Context: an optimization exercise on an open-source flow, tuned for small area. The choices shown serve that exercise and are no tape-out recipe.
In this exercise RTL edits were held to simulation tests only and were not proved equivalent to the original.
No activity file was given, so power comes from the tool's default toggle rates.

== run A ==
## conectBox
module conectBox(iResetn, iClock, nextStep, up, down, left, right, oX, oY, oColour, oPlot);
For scale: roughly 180 cells after synthesis, about 29 flip-flops, ~29 I/O pins, ~1600 um^2 of cells after synthesis.
clock: 5.0 ns
lec_check: 0
cap_margin: 20
core_margin: 2
core_utilization: 40
cts_buf_list: sky130_fd_sc_hd__clkbuf_4
cts_cluster_diameter: 500
cts_cluster_size: 50
slew_margin: 20
standard.sh (not shown) runs the stock make flow with config.mk's settings and CLKGATE_MAP_FILE= SYNTH_SCRIPT=/design/flow/synth_recipe.tcl, a recipe that flattens the netlist after the stock synthesis.
==> flow/flow/run.sh <==
#!/bin/bash
# The standard layout (standard.sh) with two changes:
#  - synthesis is ORFS's synthesis exactly as standard.sh runs it, except that
#    ABC maps the logic between the registers with an area-oriented script
#    (flow/abc_area_iter.script); registers and their names are unchanged;
#  - the port buffers are made from the smallest buffer cell.
set -euo pipefail
here=$(pwd)
mkdir -p mysynth
# ORFS's synth.tcl with only the ABC script replaced
sed "s|log_cmd abc {\*}\$abc_args|log_cmd abc -script $here/flow/abc_area_iter.script {*}[lrange \$abc_args 2 end]|" \
  "$FLOW_HOME/scripts/synth.tcl" > mysynth/synth.tcl
grep -q "abc_area_iter.script" mysynth/synth.tcl
# The standard flow's synthesis script, sourcing that copy
sed "s|source \$::env(SCRIPTS_DIR)/synth.tcl|source $here/mysynth/synth.tcl|" synth_recipe.tcl > mysynth/synth_recipe.tcl
grep -q "mysynth/synth.tcl" mysynth/synth_recipe.tcl
sed "s|SYNTH_SCRIPT=[^ ]*|SYNTH_SCRIPT=$here/mysynth/synth_recipe.tcl|" standard.sh > mysynth/standard.sh
grep -q "mysynth/synth_recipe.tcl" mysynth/standard.sh
export CTS_ARGS="-sink_clustering_enable -repair_clock_nets -buf_list sky130_fd_sc_hd__clkbuf_4 -sink_clustering_size 50 -sink_clustering_max_diameter 500 -dont_use_dummy_load"
export BUFFER_PORTS_ARGS="-buffer_cell sky130_fd_sc_hd__buf_1"
bash mysynth/standard.sh > standard.log 2>&1
==> flow/flow/abc_area_iter.script <==
strash
dc2
&get -n
&st
&dch -f
&nf -R 1000
&put
strash
dc2
&get -n
&st
&dch -f
&nf -R 1000
&put
topo
The flow did not stop early for run A: all stages ran, and the layout cleared the timing, DRC and antenna checks.
## Diff of input files: run B against run A
==> flow/flow/run.sh <==
#!/bin/bash
# The standard layout (standard.sh) with these changes:
#  - synthesis is ORFS's synthesis exactly as standard.sh runs it, except that
#    ABC maps the logic between the registers with an area-oriented script
#    (flow/abc_area.script); the registers and their names are unchanged;
#  - the port buffers are made from the smallest buffer cell;
#  - clock tree synthesis adds no dummy loads;
#  - timing-driven global placement does not keep its trial buffers.
set -euo pipefail
here=$(pwd)
mkdir -p mysynth
# ORFS's synth.tcl with only the ABC script replaced
sed "s|log_cmd abc {\*}\$abc_args|log_cmd abc -script $here/flow/abc_area.script {*}[lrange \$abc_args 2 end]|" \
  "$FLOW_HOME/scripts/synth.tcl" | sed "s/^  extract_fa {\*}\[dont_use_extract_fa_args\]/  # extract_fa skipped/" > mysynth/synth.tcl
grep -q "extract_fa skipped" mysynth/synth.tcl
grep -q "flow/abc_area.script" mysynth/synth.tcl
# The standard flow's synthesis script, sourcing that copy
sed "s|source \$::env(SCRIPTS_DIR)/synth.tcl|source $here/mysynth/synth.tcl|" synth_recipe.tcl > mysynth/synth_recipe.tcl
grep -q "mysynth/synth.tcl" mysynth/synth_recipe.tcl
sed "s|SYNTH_SCRIPT=[^ ]*|SYNTH_SCRIPT=$here/mysynth/synth_recipe.tcl|" standard.sh > mysynth/standard.sh
grep -q "mysynth/synth_recipe.tcl" mysynth/standard.sh
export BUFFER_PORTS_ARGS="-buffer_cell sky130_fd_sc_hd__buf_1"
export CTS_ARGS="-sink_clustering_enable -repair_clock_nets -buf_list sky130_fd_sc_hd__clkbuf_4 -sink_clustering_size 50 -sink_clustering_max_diameter 500 -dont_use_dummy_load"
export GPL_KEEP_OVERFLOW=0
bash mysynth/standard.sh > standard.log 2>&1
==> flow/flow/abc_area.script (new file) <==
strash
&get -n
&deepsyn -T 60
&put
strash
&get -n
&st
&dch -f
&nf -R 1000
&put
topo
removed: flow/flow/abc_area_iter.script
## What came out
Sort run A and run B by largest fanout of any net on the critical path desc -> top: run B. Run B has total routing resource utilization after global routing above what run A had. Max total stage count of the critical path across run A and run B: run A. Run B — register-to-register slack 670 ps higher, run A as reference. Final critical path time including I/O delays and setup, run A and run B: smaller value in run B.

run 1:
Starting RTL as in the previous note.
==> flow/design.v (excerpt) <==
module conectBox(iResetn, iClock, nextStep, up, down, left, right, oX, oY, oColour, oPlot);
==> flow/config.mk <==
export PLATFORM = sky130hd
export DESIGN_NAME = conectBox
export DESIGN_NICKNAME = conectBox
export VERILOG_FILES = /design/flow/design.v
export SDC_FILE = /design/flow/constraint.sdc
export NUM_CORES = 4
export LEC_CHECK = 0
export CAP_MARGIN = 20
export CORE_MARGIN = 2
export CORE_UTILIZATION = 40
export CTS_BUF_LIST = sky130_fd_sc_hd__clkbuf_4
export CTS_CLUSTER_DIAMETER = 500
export CTS_CLUSTER_SIZE = 50
export SLEW_MARGIN = 20
==> flow/constraint.sdc <==
create_clock -name core_clock -period 5.0 [get_ports {iClock}]
set_input_delay 1.0000 -clock core_clock [delete_from_list [all_inputs] [get_ports {iClock}]]
set_output_delay 1.0000 -clock core_clock [all_outputs]
set_load 0.01 [all_outputs]
==> flow/flow/run.sh <==
#!/bin/bash
# The standard layout (standard.sh) with two changes:
#  - synthesis is ORFS's synthesis exactly as standard.sh runs it, except that
#    ABC maps the logic between the registers with an area-oriented script
#    (flow/abc_area_iter.script); registers and their names are unchanged;
#  - the port buffers are made from the smallest buffer cell.
set -euo pipefail
here=$(pwd)
mkdir -p mysynth
# ORFS's synth.tcl with only the ABC script replaced
sed "s|log_cmd abc {\*}\$abc_args|log_cmd abc -script $here/flow/abc_area_iter.script {*}[lrange \$abc_args 2 end]|" \
  "$FLOW_HOME/scripts/synth.tcl" > mysynth/synth.tcl
grep -q "abc_area_iter.script" mysynth/synth.tcl
# The standard flow's synthesis script, sourcing that copy
sed "s|source \$::env(SCRIPTS_DIR)/synth.tcl|source $here/mysynth/synth.tcl|" synth_recipe.tcl > mysynth/synth_recipe.tcl
grep -q "mysynth/synth.tcl" mysynth/synth_recipe.tcl
sed "s|SYNTH_SCRIPT=[^ ]*|SYNTH_SCRIPT=$here/mysynth/synth_recipe.tcl|" standard.sh > mysynth/standard.sh
grep -q "mysynth/synth_recipe.tcl" mysynth/standard.sh
export CTS_ARGS="-sink_clustering_enable -repair_clock_nets -buf_list sky130_fd_sc_hd__clkbuf_8 -root_buf sky130_fd_sc_hd__clkbuf_8 -sink_clustering_size 100 -sink_clustering_max_diameter 1000 -sink_clustering_levels 1 -dont_use_dummy_load"
export BUFFER_PORTS_ARGS="-buffer_cell sky130_fd_sc_hd__buf_1"
bash mysynth/standard.sh > standard.log 2>&1
==> flow/flow/abc_area_iter.script <==
strash
dc2
&get -n
&st
&dch -f
&nf -R 1000
&put
strash
dc2
&get -n
&st
&dch -f
&nf -R 1000
&put
topo
Changes in run 2 relative to run 1:
Settings: GPL_TIMING_DRIVEN newly set to 0.
diff --git a/flow/flow/run.sh b/flow/flow/run.sh
--- a/flow/flow/run.sh
+++ b/flow/flow/run.sh
@@ -17,5 +17,5 @@
 sed "s|SYNTH_SCRIPT=[^ ]*|SYNTH_SCRIPT=$here/mysynth/synth_recipe.tcl|" standard.sh > mysynth/standard.sh
 grep -q "mysynth/synth_recipe.tcl" mysynth/standard.sh
-export CTS_ARGS="-sink_clustering_enable -repair_clock_nets -buf_list sky130_fd_sc_hd__clkbuf_8 -root_buf sky130_fd_sc_hd__clkbuf_8 -sink_clustering_size 100 -sink_clustering_max_diameter 1000 -sink_clustering_levels 1 -dont_use_dummy_load"
+export CTS_ARGS="-sink_clustering_enable -repair_clock_nets -buf_list sky130_fd_sc_hd__clkbuf_4 -sink_clustering_size 50 -sink_clustering_max_diameter 500 -dont_use_dummy_load"
 export BUFFER_PORTS_ARGS="-buffer_cell sky130_fd_sc_hd__buf_1"
 bash mysynth/standard.sh > standard.log 2>&1
### Flow results
Against run 1, run 2 reports a clock distribution power that is lower. Run 2 ended up with a lower total power consumption of the routed design than run 1 did. Part of the cycle the worst path needs sits higher in run 2 than in run 1. Run 2 vs run 1 — sequential share of layout area rose 0.20 points.
Relative to run 2, the following input files were edited for run 3:
Settings: a deleted GPL_TIMING_DRIVEN that had been 0.
==> flow/flow/run.sh <==
#!/bin/bash
# The standard layout (standard.sh) with these changes:
#  - synthesis is ORFS's synthesis exactly as standard.sh runs it, except that
#    ABC maps the logic between the registers with an area-oriented script
#    (flow/abc_area.script); the registers and their names are unchanged;
#  - the port buffers are made from the smallest buffer cell;
#  - clock tree synthesis adds no dummy loads;
#  - timing-driven global placement does not keep its trial buffers.
set -euo pipefail
here=$(pwd)
mkdir -p mysynth
# ORFS's synth.tcl with only the ABC script replaced
sed "s|log_cmd abc {\*}\$abc_args|log_cmd abc -script $here/flow/abc_area.script {*}[lrange \$abc_args 2 end]|" \
  "$FLOW_HOME/scripts/synth.tcl" > mysynth/synth.tcl
grep -q "flow/abc_area.script" mysynth/synth.tcl
# The standard flow's synthesis script, sourcing that copy
sed "s|source \$::env(SCRIPTS_DIR)/synth.tcl|source $here/mysynth/synth.tcl|" synth_recipe.tcl > mysynth/synth_recipe.tcl
grep -q "mysynth/synth.tcl" mysynth/synth_recipe.tcl
sed "s|SYNTH_SCRIPT=[^ ]*|SYNTH_SCRIPT=$here/mysynth/synth_recipe.tcl|" standard.sh > mysynth/standard.sh
grep -q "mysynth/synth_recipe.tcl" mysynth/standard.sh
export BUFFER_PORTS_ARGS="-buffer_cell sky130_fd_sc_hd__buf_1"
export CTS_ARGS="-sink_clustering_enable -repair_clock_nets -buf_list sky130_fd_sc_hd__clkbuf_4 -sink_clustering_size 50 -sink_clustering_max_diameter 500 -dont_use_dummy_load"
export GPL_KEEP_OVERFLOW=0
bash mysynth/standard.sh > standard.log 2>&1
==> flow/flow/abc_area.script (new file) <==
strash
&get -n
&deepsyn -T 60
&put
strash
&get -n
&st
&dch -f
&nf -R 1000
&put
topo
removed: flow/flow/abc_area_iter.script
Results
- Run 3: full flow OK, the timing, DRC and antenna checks passed
- Per the comparison of run 3 with run 2, total power fell 36 uW, cell leakage power fell 0.098 nW, hold slack fell 0.0094 ns, highest fanout seen on the critical path rose 1, sequential share of layout area rose 2.5 points.
- Relative to run 2, the areal power density over the cells measured on run 3 has increased by a few percent.
- The final reports for run 3 and run 2 show per-instance average area after synthesis higher in the former.
- Summary of run 3 over run 2: synthesized-area fraction occupied by adder cells picked up an extra 1.1 points; overall routed net length now smaller; total of plain and repair buffers excluding clock buffers lost 16%.
- Looking at met2 global-route usage, run 3 sits 0.39 points above run 2.
## Diff of input files: run 4 against run 3
Settings: CAP_MARGIN changed from 20 to 0; SLEW_MARGIN changed from 20 to 0; GPL_TIMING_DRIVEN newly set to 0.
==> flow/flow/run.sh <==
#!/bin/bash
# The standard layout (standard.sh) with two changes:
#  - synthesis is ORFS's synthesis exactly as standard.sh runs it, except that
#    ABC maps the logic between the registers with an area-oriented script
#    (flow/abc_area_iter.script); registers and their names are unchanged;
#  - the port buffers are made from the smallest buffer cell.
set -euo pipefail
here=$(pwd)
mkdir -p mysynth
# ORFS's synth.tcl with only the ABC script replaced
sed "s|log_cmd abc {\*}\$abc_args|log_cmd abc -script $here/flow/abc_area_iter.script {*}[lrange \$abc_args 2 end]|" \
  "$FLOW_HOME/scripts/synth.tcl" > mysynth/synth.tcl
grep -q "abc_area_iter.script" mysynth/synth.tcl
# The standard flow's synthesis script, sourcing that copy
sed "s|source \$::env(SCRIPTS_DIR)/synth.tcl|source $here/mysynth/synth.tcl|" synth_recipe.tcl > mysynth/synth_recipe.tcl
grep -q "mysynth/synth.tcl" mysynth/synth_recipe.tcl
sed "s|SYNTH_SCRIPT=[^ ]*|SYNTH_SCRIPT=$here/mysynth/synth_recipe.tcl|" standard.sh > mysynth/standard.sh
grep -q "mysynth/synth_recipe.tcl" mysynth/standard.sh
export CTS_ARGS="-sink_clustering_enable -repair_clock_nets -buf_list sky130_fd_sc_hd__clkbuf_4 -sink_clustering_size 50 -sink_clustering_max_diameter 500 -dont_use_dummy_load"
export BUFFER_PORTS_ARGS="-buffer_cell sky130_fd_sc_hd__buf_1"
bash mysynth/standard.sh > standard.log 2>&1
==> flow/flow/abc_area_iter.script (new file) <==
strash
dc2
&get -n
&st
&dch -f
&nf -R 1000
&put
strash
dc2
&get -n
&st
&dch -f
&nf -R 1000
&put
topo
removed: flow/flow/abc_area.script
[summary]
Run 4: PASS, flow complete, no timing, DRC or antenna violations
Higher fraction of synthesized area in multiplexers goes to run 4 over run 3.
Changes observed in run 4 relative to run 3: growth of design area from synthesis to finish higher, synthesized-area fraction occupied by ao, oa, aoi and oai cells picked up an extra 2.3 points, area fraction of clock buffers and clock inverters shrank by 0.16 points, horizontal die dimension up 2.6%, non-clock buffer count has increased.
Run 4 against run 3; wire length is up by a little under 10%.
Summary of run 4 over run 3: design area increased by 140 um2 relative to the old numbers, footprint of the flip-flops and latches shows no meaningful change.

## v6
Starting RTL as in the previous note.
Settings: LEC_CHECK=0, CAP_MARGIN=20, CORE_MARGIN=2, CORE_UTILIZATION=40, CTS_BUF_LIST=sky130_fd_sc_hd__clkbuf_4, CTS_CLUSTER_DIAMETER=500, CTS_CLUSTER_SIZE=50, SLEW_MARGIN=20; clock period 5.0 ns.
==> flow/flow/run.sh <==
#!/bin/bash
# The standard layout (standard.sh) with two changes:
#  - synthesis is ORFS's synthesis exactly as standard.sh runs it, except that
#    ABC maps the logic between the registers with an area-oriented script
#    (flow/abc_area_iter.script); registers and their names are unchanged;
#  - the port buffers are made from the smallest buffer cell.
set -euo pipefail
here=$(pwd)
mkdir -p mysynth
# ORFS's synth.tcl with only the ABC script replaced
sed "s|log_cmd abc {\*}\$abc_args|log_cmd abc -script $here/flow/abc_area_iter.script {*}[lrange \$abc_args 2 end]|" \
  "$FLOW_HOME/scripts/synth.tcl" > mysynth/synth.tcl
grep -q "abc_area_iter.script" mysynth/synth.tcl
# The standard flow's synthesis script, sourcing that copy
sed "s|source \$::env(SCRIPTS_DIR)/synth.tcl|source $here/mysynth/synth.tcl|" synth_recipe.tcl > mysynth/synth_recipe.tcl
grep -q "mysynth/synth.tcl" mysynth/synth_recipe.tcl
sed "s|SYNTH_SCRIPT=[^ ]*|SYNTH_SCRIPT=$here/mysynth/synth_recipe.tcl|" standard.sh > mysynth/standard.sh
grep -q "mysynth/synth_recipe.tcl" mysynth/standard.sh
export CTS_ARGS="-repair_clock_nets -buf_list sky130_fd_sc_hd__clkbuf_8 -root_buf sky130_fd_sc_hd__clkbuf_8 -dont_use_dummy_load"
export BUFFER_PORTS_ARGS="-buffer_cell sky130_fd_sc_hd__buf_1"
bash mysynth/standard.sh > standard.log 2>&1
==> flow/flow/abc_area_iter.script <==
strash
dc2
&get -n
&st
&dch -f
&nf -R 1000
&put
strash
dc2
&get -n
&st
&dch -f
&nf -R 1000
&put
topo
v6: full flow OK, the timing, DRC and antenna checks passed
Inputs modified between v6 and v54:
Settings: CORE_UTILIZATION changed from 40 to 65; PLACE_DENSITY newly set to 0.75.
diff --git a/flow/flow/run.sh b/flow/flow/run.sh
--- a/flow/flow/run.sh
+++ b/flow/flow/run.sh
@@ -17,5 +17,6 @@
 sed "s|SYNTH_SCRIPT=[^ ]*|SYNTH_SCRIPT=$here/mysynth/synth_recipe.tcl|" standard.sh > mysynth/standard.sh
 grep -q "mysynth/synth_recipe.tcl" mysynth/standard.sh
-export CTS_ARGS="-repair_clock_nets -buf_list sky130_fd_sc_hd__clkbuf_8 -root_buf sky130_fd_sc_hd__clkbuf_8 -dont_use_dummy_load"
+export CTS_ARGS="-sink_clustering_enable -repair_clock_nets -buf_list sky130_fd_sc_hd__clkbuf_4 -sink_clustering_size 50 -sink_clustering_max_diameter 500 -dont_use_dummy_load"
+export GPL_KEEP_OVERFLOW=0
 export BUFFER_PORTS_ARGS="-buffer_cell sky130_fd_sc_hd__buf_1"
 bash mysynth/standard.sh > standard.log 2>&1
Findings:
Status: footprint of the flip-flops and latches parity (v6, v54)
Delta(synthesis-to-finish area growth, v54 - v6) < 0
Compared to v6, v54 has post-layout minimum cycle time 0.032 ns lower.
Delta (v54 minus v6): share of the core filled with cells has increased; non-clock buffer count has decreased; clock share of power has decreased.
Part of the total power dissipated in combinational logic sits higher in v54 than in v6.
v54 ended with less post-route non-filler standard cell count than v6.
v54 vs v6, sequential share of layout area went up by 1.1 points.
Result: PASS for each of v6 and v54
The inputs of v13 differ from those of v54 as listed below.
Settings: PLACE_DENSITY removed (was 0.75); CORE_UTILIZATION changed from 65 to 40.
==> flow/flow/run.sh <==
#!/bin/bash
# The standard layout (standard.sh), except that the port buffers are
# made from the smallest buffer cell instead of the default one.
set -euo pipefail
export BUFFER_PORTS_ARGS="-buffer_cell sky130_fd_sc_hd__buf_1"
bash standard.sh > standard.log 2>&1
removed: flow/flow/abc_area_iter.script
==> comparison <==
- v13 ended up with a lower power than v54 did.
- Taking v54 as the reference point, the portion of the clock cycle consumed by the worst path in the final layout of v13 falls by 3.5 points.
- STATUS worst hold margin: v13 wins against v54
- Reported for v54 and v13, initial antenna violation count turned out identical to the last digit.
- v13 vs v54, launch point of the worst path: yc[3] vs r[0]
- Cmp v54 and v13 / fraction of area in multi-input gates / lower: v54
- Changes observed in v13 relative to v54: maximum fanout count along the critical path lost 4; final worst slack went up.
Edits applied to the flow inputs when going from v13 to v51:
==> flow/flow/run.sh <==
#!/bin/bash
# The standard layout (standard.sh) with two changes:
#  - synthesis is ORFS's synthesis exactly as standard.sh runs it, except that
#    ABC maps the logic between the registers with an area-oriented script
#    (flow/abc_area_iter.script); registers and their names are unchanged;
#  - the port buffers are made from the smallest buffer cell.
set -euo pipefail
here=$(pwd)
mkdir -p mysynth
# ORFS's synth.tcl with only the ABC script replaced
sed "s|log_cmd abc {\*}\$abc_args|log_cmd abc -script $here/flow/abc_area_iter.script {*}[lrange \$abc_args 2 end]|" \
  "$FLOW_HOME/scripts/synth.tcl" > mysynth/synth.tcl
grep -q "abc_area_iter.script" mysynth/synth.tcl
# The standard flow's synthesis script, sourcing that copy
sed "s|source \$::env(SCRIPTS_DIR)/synth.tcl|source $here/mysynth/synth.tcl|" synth_recipe.tcl > mysynth/synth_recipe.tcl
grep -q "mysynth/synth.tcl" mysynth/synth_recipe.tcl
sed "s|SYNTH_SCRIPT=[^ ]*|SYNTH_SCRIPT=$here/mysynth/synth_recipe.tcl|" standard.sh > mysynth/standard.sh
grep -q "mysynth/synth_recipe.tcl" mysynth/standard.sh
export BUFFER_PORTS_ARGS="-buffer_cell sky130_fd_sc_hd__buf_1"
bash mysynth/standard.sh > standard.log 2>&1
==> flow/flow/abc_area_iter.script (new file) <==
strash
dc2
&get -n
&st
&dch -f
&nf -R 1000
&put
strash
dc2
&get -n
&st
&dch -f
&nf -R 1000
&put
topo
Results
Summary of the comparison: met1 usage is higher in v51, relative to v13. As far as count of pins over their slew limit goes, v13 and v51 are indistinguishable; the numbers are identical. v13 → v51: relative area change from synthesis to final layout grew by 2.0 points, met3 track demand over resource grew by 0.45 points, final area went down 6.8%. Re share of the cycle needed by the critical path after routing: v51 is 3.7 points up on v13. Number of buffer cells added on primary ports across v51 and v13: no real change. Compare v51 and v13 | slew at the pin closest to its max-slew limit higher: v51. Across both runs, via count was lower for v51 than for v13. Worst setup slack is lower on v51. Largest net degree at the start of global routing ends up higher on v13.
Input-level comparison between v1 and v51:
==> flow/flow/run.sh <==
#!/bin/bash
# The standard layout (standard.sh) with these changes:
#  - synthesis is ORFS's synthesis exactly as standard.sh runs it, except that
#    ABC maps the logic between the registers with an area-oriented script
#    (flow/abc_area.script); the registers and their names are unchanged;
#  - the port buffers are made from the smallest buffer cell;
#  - clock tree synthesis adds no dummy loads;
#  - timing-driven global placement does not keep its trial buffers.
set -euo pipefail
here=$(pwd)
mkdir -p mysynth
# ORFS's synth.tcl with only the ABC script replaced
sed "s|log_cmd abc {\*}\$abc_args|log_cmd abc -script $here/flow/abc_area.script {*}[lrange \$abc_args 2 end]|" \
  "$FLOW_HOME/scripts/synth.tcl" | sed "s/^  extract_fa {\*}\[dont_use_extract_fa_args\]/  # extract_fa skipped/" > mysynth/synth.tcl
grep -q "extract_fa skipped" mysynth/synth.tcl
grep -q "flow/abc_area.script" mysynth/synth.tcl
# The standard flow's synthesis script, sourcing that copy
sed "s|source \$::env(SCRIPTS_DIR)/synth.tcl|source $here/mysynth/synth.tcl|" synth_recipe.tcl > mysynth/synth_recipe.tcl
grep -q "mysynth/synth.tcl" mysynth/synth_recipe.tcl
sed "s|SYNTH_SCRIPT=[^ ]*|SYNTH_SCRIPT=$here/mysynth/synth_recipe.tcl|" standard.sh > mysynth/standard.sh
grep -q "mysynth/synth_recipe.tcl" mysynth/standard.sh
export BUFFER_PORTS_ARGS="-buffer_cell sky130_fd_sc_hd__buf_1"
export CTS_ARGS="-sink_clustering_enable -repair_clock_nets -buf_list sky130_fd_sc_hd__clkbuf_4 -sink_clustering_size 50 -sink_clustering_max_diameter 500 -dont_use_dummy_load"
export GPL_KEEP_OVERFLOW=0
bash mysynth/standard.sh > standard.log 2>&1
==> flow/flow/abc_area.script (new file) <==
strash
&get -n
&deepsyn -T 60
&put
strash
dch -f
amap
topo
removed: flow/flow/abc_area_iter.script
### Flow results
Row largest net degree at the start of global routing: v1 lower / v51 higher
From v51 to v1 the numbers moved as follows: number of ordinary and repair buffers in the finished layout has decreased, number of nets at the end of the flow now larger, sequential fraction of total cell area has increased, headroom to the max-slew limit has increased.
Re share of the clock period used by the worst path: v51 was higher than v1.
Summary of v1 over v51: maximum fanout along the worst path decreased 1; die height decreased 3.2%; global-route wire length before repair increased 10%.
Met1 demand-to-capacity share in global routing (lower): v51
On final worst setup slack: between v51 and v1, it ends up higher for v1.
#### Input delta (v12 over v1)
==> flow/flow/run.sh <==
#!/bin/bash
# The standard layout (standard.sh) with two changes:
#  - synthesis is ORFS's synthesis exactly as standard.sh runs it, except that
#    ABC maps the logic between the registers with an area-oriented script
#    (flow/abc_area_iter.script); registers and their names are unchanged;
#  - the port buffers are made from the smallest buffer cell.
set -euo pipefail
here=$(pwd)
mkdir -p mysynth
# ORFS's synth.tcl with only the ABC script replaced
sed "s|log_cmd abc {\*}\$abc_args|log_cmd abc -script $here/flow/abc_area_iter.script {*}[lrange \$abc_args 2 end]|" \
  "$FLOW_HOME/scripts/synth.tcl" > mysynth/synth.tcl
grep -q "abc_area_iter.script" mysynth/synth.tcl
# The standard flow's synthesis script, sourcing that copy
sed "s|source \$::env(SCRIPTS_DIR)/synth.tcl|source $here/mysynth/synth.tcl|" synth_recipe.tcl > mysynth/synth_recipe.tcl
grep -q "mysynth/synth.tcl" mysynth/synth_recipe.tcl
sed "s|SYNTH_SCRIPT=[^ ]*|SYNTH_SCRIPT=$here/mysynth/synth_recipe.tcl|" standard.sh > mysynth/standard.sh
grep -q "mysynth/synth_recipe.tcl" mysynth/standard.sh
export CTS_ARGS="-sink_clustering_enable -repair_clock_nets -buf_list sky130_fd_sc_hd__clkbuf_4 -sink_clustering_size 50 -sink_clustering_max_diameter 500 -dont_use_dummy_load"
export BUFFER_PORTS_ARGS="-buffer_cell sky130_fd_sc_hd__buf_1"
bash mysynth/standard.sh > standard.log 2>&1
==> flow/flow/abc_area_iter.script (new file) <==
strash
&get -n
&deepsyn -T 60
&put
strash
&get -n
&st
&dch -f
&nf -R 1000
&put
topo
removed: flow/flow/abc_area.script
Results
- Cmp v12 and v1 / number of non-clock inverters in the layout / higher: v1
- v12 vs v1 — depth of the worst register-to-register path dropped 1.
- Compared to v1, v12 was floorplanned on a bigger die.
- The wire length of the first global-routing pass in v1 is 1.2 times that in v12.

static timing again, ports no longer ideal:
Ports are ideal in the flow. The routed layouts listed here were re-timed in OpenROAD. Step 1 (the two cells are an assumption about what drives the block):
set clk [get_ports {iClock}]
set_driving_cell -lib_cell sky130_fd_sc_hd__clkbuf_16 $clk
set_driving_cell -lib_cell sky130_fd_sc_hd__buf_2 [delete_from_list [all_inputs] $clk]
Step 2 moves the port delays by t, midway between the first and last clock arrival at a register: inputs arrive t later, outputs are due t later. That takes back most of the time a late clock gives input paths. Three values: no drivers, after step 1, after step 2; two values: the first two.
| run | t, ns | setup slack, ns | worst setup path at the end | worst register clock-pin slew, ns |
|---|---|---|---|---|
| run A | 0.339 | 0.363 / 0.363 / 0.289 | input to register | 0.09 / 0.09 |
| run B | 0.344 | 1.032 / 1.031 / 1.031 | register to register | 0.09 / 0.09 |
| run 1 | 0.295 | 0.368 / 0.369 / 0.281 | input to register | 0.06 / 0.06 |
| run 2 | 0.347 | 0.327 / 0.327 / 0.327 | register to register | 0.09 / 0.09 |
| run 3 | 0.336 | 0.577 / 0.577 / 0.576 | input to register | 0.09 / 0.09 |
| run 4 | 0.347 | 0.322 / 0.322 / 0.322 | register to register | 0.09 / 0.09 |
| v6 | 0.295 | 0.368 / 0.369 / 0.281 | input to register | 0.06 / 0.06 |
| v54 | 0.342 | 0.401 / 0.401 / 0.298 | input to register | 0.09 / 0.09 |
| v13 | 0.346 | 0.575 / 0.575 / 0.568 | input to register | 0.10 / 0.10 |
| v51 | 0.353 | 0.388 / 0.388 / 0.284 | input to register | 0.10 / 0.10 |
| v1 | 0.340 | 0.940 / 0.940 / 0.940 | register to register | 0.09 / 0.09 |
| v12 | 0.331 | 0.714 / 0.714 / 0.648 | input to register | 0.08 / 0.08 |
After both steps every run listed still meets setup and hold. For v51, which loses most, drivers alone change the setup slack by 0.000 ns; drivers and shift together by -0.104 ns.
